This is an optimization exercise on Yosys and OpenROAD, whose aim is small area and a short achievable clock period, not a production implementation.
The RTL was checked by simulation tests, not by an equivalence proof against the original design.

== run A ==
==> flow/design.v (excerpt) <==
module filter #(parameter DATA_WIDTH = 16) (
    input clk,
    input rst_n,
    input signed [DATA_WIDTH-1:0] FilterIn,
    input ValidIn,
    output signed [32:0] data_out,
    output reg ValidOut);
Settings: LEC_CHECK=0, CAP_MARGIN=20, CORE_MARGIN=2, CORE_UTILIZATION=40, SETUP_SLACK_MARGIN=5, SLEW_MARGIN=20, SYNTH_HIERARCHICAL=1, TNS_END_PERCENT=100; clock period 10.5 ns.
standard.sh (not shown) runs the stock make flow with config.mk's settings and CLKGATE_MAP_FILE= SYNTH_SCRIPT=/design/flow/synth_recipe.tcl, a recipe that flattens the netlist after the stock synthesis.
==> flow/flow/run.sh <==
#!/bin/bash
# Layout: the standard flow (standard.sh) unchanged, except that timing repair
# aims at a larger setup margin (a shorter period than the 10.5 ns clock) and the
# port buffers are plain buffers instead of delay cells.  make's full output goes
# to make_finish.log here; each ORFS step keeps its own log under orfs/logs/.
set -uo pipefail
bash standard.sh SETUP_SLACK_MARGIN=6.25 'BUFFER_PORTS_ARGS=-buffer_cell sky130_fd_sc_hd__buf_4' finish > make_finish.log 2>&1
status=$?
tail -n 40 make_finish.log
exit $status
Run A: full flow OK, the timing, DRC and antenna checks passed
Edits applied to the flow inputs when going from run A to run B:
-- flow/config.mk --
<<< run A, line 8
export CAP_MARGIN = 20
export CORE_MARGIN = 2
export CORE_UTILIZATION = 40
export SETUP_SLACK_MARGIN = 5
export SLEW_MARGIN = 20
>>> run B, line 8
export CAP_MARGIN = 20
export CORE_MARGIN = 2
export CORE_UTILIZATION = 25
export PLACE_DENSITY = 0.8
export SETUP_SLACK_MARGIN = 5
export SLEW_MARGIN = 20
==> comparison <==
| CTS buffer count | lower: run B |. Sort run A and run B by proportion of layout cells with a drive suffix above 1, ascending, and run A comes first. In the tables for run A and run B, core occupancy in the finished layout reads lower with run B. Looking at final clock period utilization by the worst path across run A and run B, the one that comes out higher is run B.
Input-level comparison between run C and run B:
-- flow/config.mk --
<<< run B, line 8
export CAP_MARGIN = 20
export CORE_MARGIN = 2
export CORE_UTILIZATION = 25
export PLACE_DENSITY = 0.8
export SETUP_SLACK_MARGIN = 5
export SLEW_MARGIN = 20
>>> run C, line 8
export CAP_MARGIN = 20
export CORE_MARGIN = 2
export CORE_UTILIZATION = 65
export SETUP_SLACK_MARGIN = 5
export SLEW_MARGIN = 20
Notes after the runs:
Run B: no failed stages, no open violations at the end
Run C: full flow OK, the timing, DRC and antenna checks passed
After synthesis and placement, the instance count of run C is below that of run B.
Run C vs run B: layout overhead on the synthesized area down
Run B → run C: design area moved down; routed wire length moved down; count of buffers added by post-CTS timing repair for setup moved up; maximum clock frequency moved down.
### run C -> run D
-- flow/config.mk --
<<< run C, line 8
export CAP_MARGIN = 20
export CORE_MARGIN = 2
export CORE_UTILIZATION = 65
export SETUP_SLACK_MARGIN = 5
export SLEW_MARGIN = 20
>>> run D, line 8
export CAP_MARGIN = 20
export CORE_MARGIN = 2
export CORE_UTILIZATION = 50
export SETUP_SLACK_MARGIN = 5
export SLEW_MARGIN = 20
[summary]
From run C to run D the numbers moved as follows: final global-route overflow total now sits at about the same level, routing usage on met1 -8.5 points, routed wire length saw an increase, width of the chip shows an increase of 33 um, core utilization shows a reduction of 17 points.
Relative to run C, the final cell area reported for run D is higher.
Here is what was changed in the inputs of run E compared with run D.
-- flow/config.mk --
<<< run D, line 8
export CAP_MARGIN = 20
export CORE_MARGIN = 2
export CORE_UTILIZATION = 50
export SETUP_SLACK_MARGIN = 5
export SLEW_MARGIN = 20
>>> run E, line 8
export CAP_MARGIN = 20
export CORE_MARGIN = 2
export CORE_UTILIZATION = 25
export PLACE_DENSITY = 0.45
export SETUP_SLACK_MARGIN = 5
export SLEW_MARGIN = 20
--- outcome ---
First-iteration DRC count down 127 in run E wrt run D
Compared with run D, run E ends up with a larger final cell area.
Die width of run E exceeds that of run D by more than a quarter.
Relative to run D, routed wire length has increased by about 2.5% in run E.
From run D to run E, antenna violation net count after detailed routing did not move at all.
For the number of antenna violations at the first check in global routing, run E came in 4 higher than run D did.
For hold slack, run E and run D come out practically identical.
Relative to run D, HPWL after detailed placement increased by 1.7% in run E.
#### Input delta (run F over run E)
==> flow/flow/run.sh <==
#!/bin/bash
# Layout: the standard flow (standard.sh) unchanged, except that timing repair
# aims at a larger setup margin (a shorter period than the 10.5 ns clock) and the
# port buffers are plain buffers instead of delay cells.  make's full output goes
# to make_finish.log here; each ORFS step keeps its own log under orfs/logs/.
set -uo pipefail
bash standard.sh SETUP_SLACK_MARGIN=6.8 'BUFFER_PORTS_ARGS=-buffer_cell sky130_fd_sc_hd__buf_4' finish > make_finish.log 2>&1
status=$?
tail -n 40 make_finish.log
exit $status
-- flow/config.mk --
<<< run E, line 8
export CAP_MARGIN = 20
export CORE_MARGIN = 2
export CORE_UTILIZATION = 25
export PLACE_DENSITY = 0.45
export SETUP_SLACK_MARGIN = 5
export SLEW_MARGIN = 20
>>> run F, line 8
export CAP_MARGIN = 20
export CORE_MARGIN = 2
export CORE_UTILIZATION = 65
export SETUP_SLACK_MARGIN = 5
export SLEW_MARGIN = 20
==> run summary <==
Between run F and run E, it is run F whose global-route wire length before repair is higher, by 2.4%.
Antenna diode count in run F vs run E: down 3
Run F vs run E: all-layer global routing usage up in run F
met2 layer usage reported by global route on run F is up relative to run E.
The overall die area of run F was superior to that of run E.
Between run F and run E, it is run F whose routed via count divided by cell count is higher, by about 47%.
Lower length of routed met3 wiring was reported by run E, not run F.
Between run F and run E, number of antenna violations at the first check in global routing is lower for run F, run E comes in above that.
The endpoint of the most critical setup path comes out rg_25 in one run and r2_18_1 in the other, namely in run F and run E respectively.
Comparing run F and run E, the lower clock-buffer cell count was measured on run F.

==> afterwards: timing with drivers on the ports <==
In the flow no input, the clock included, has a driving cell. The finished layouts below were timed again as built, in two steps. Step 1 assumes that a clkbuf_16 drives the clock port and a buf_2 every other input. Step 2 moves the port delays by t, midway between the first and last clock arrival at a register: inputs arrive t later, outputs are due t later. That takes back most of the time a late clock gives input paths. Three values: ideal ports, drivers, drivers and shift; two values: the first two.
run | shift t [ns] | slack for setup (ns) | worst setup path at the end | worst register clock-pin slew, ns | cell pins on the clock port's net
run A | 0.705 | 6.306 / 6.207 / 5.502 | input to register | 0.08 / 0.08 | 1
run B | 0.674 | 6.282 / 6.133 / 5.458 | input to register | 0.08 / 0.08 | 1
run C | 0.683 | 6.220 / 6.144 / 5.461 | input to register | 0.07 / 0.07 | 1
run D | 0.704 | 6.263 / 6.176 / 5.472 | input to register | 0.07 / 0.07 | 1
run E | 0.723 | 6.292 / 6.198 / 5.475 | input to register | 0.08 / 0.08 | 1
run F | 0.706 | 6.062 / 6.062 / 5.370 | input to register | 0.07 / 0.07 | 1
After both steps setup and hold are still met in every run listed. The setup slack of run B, which loses most, moves by -0.149 ns with the drivers and by -0.824 ns with both steps.
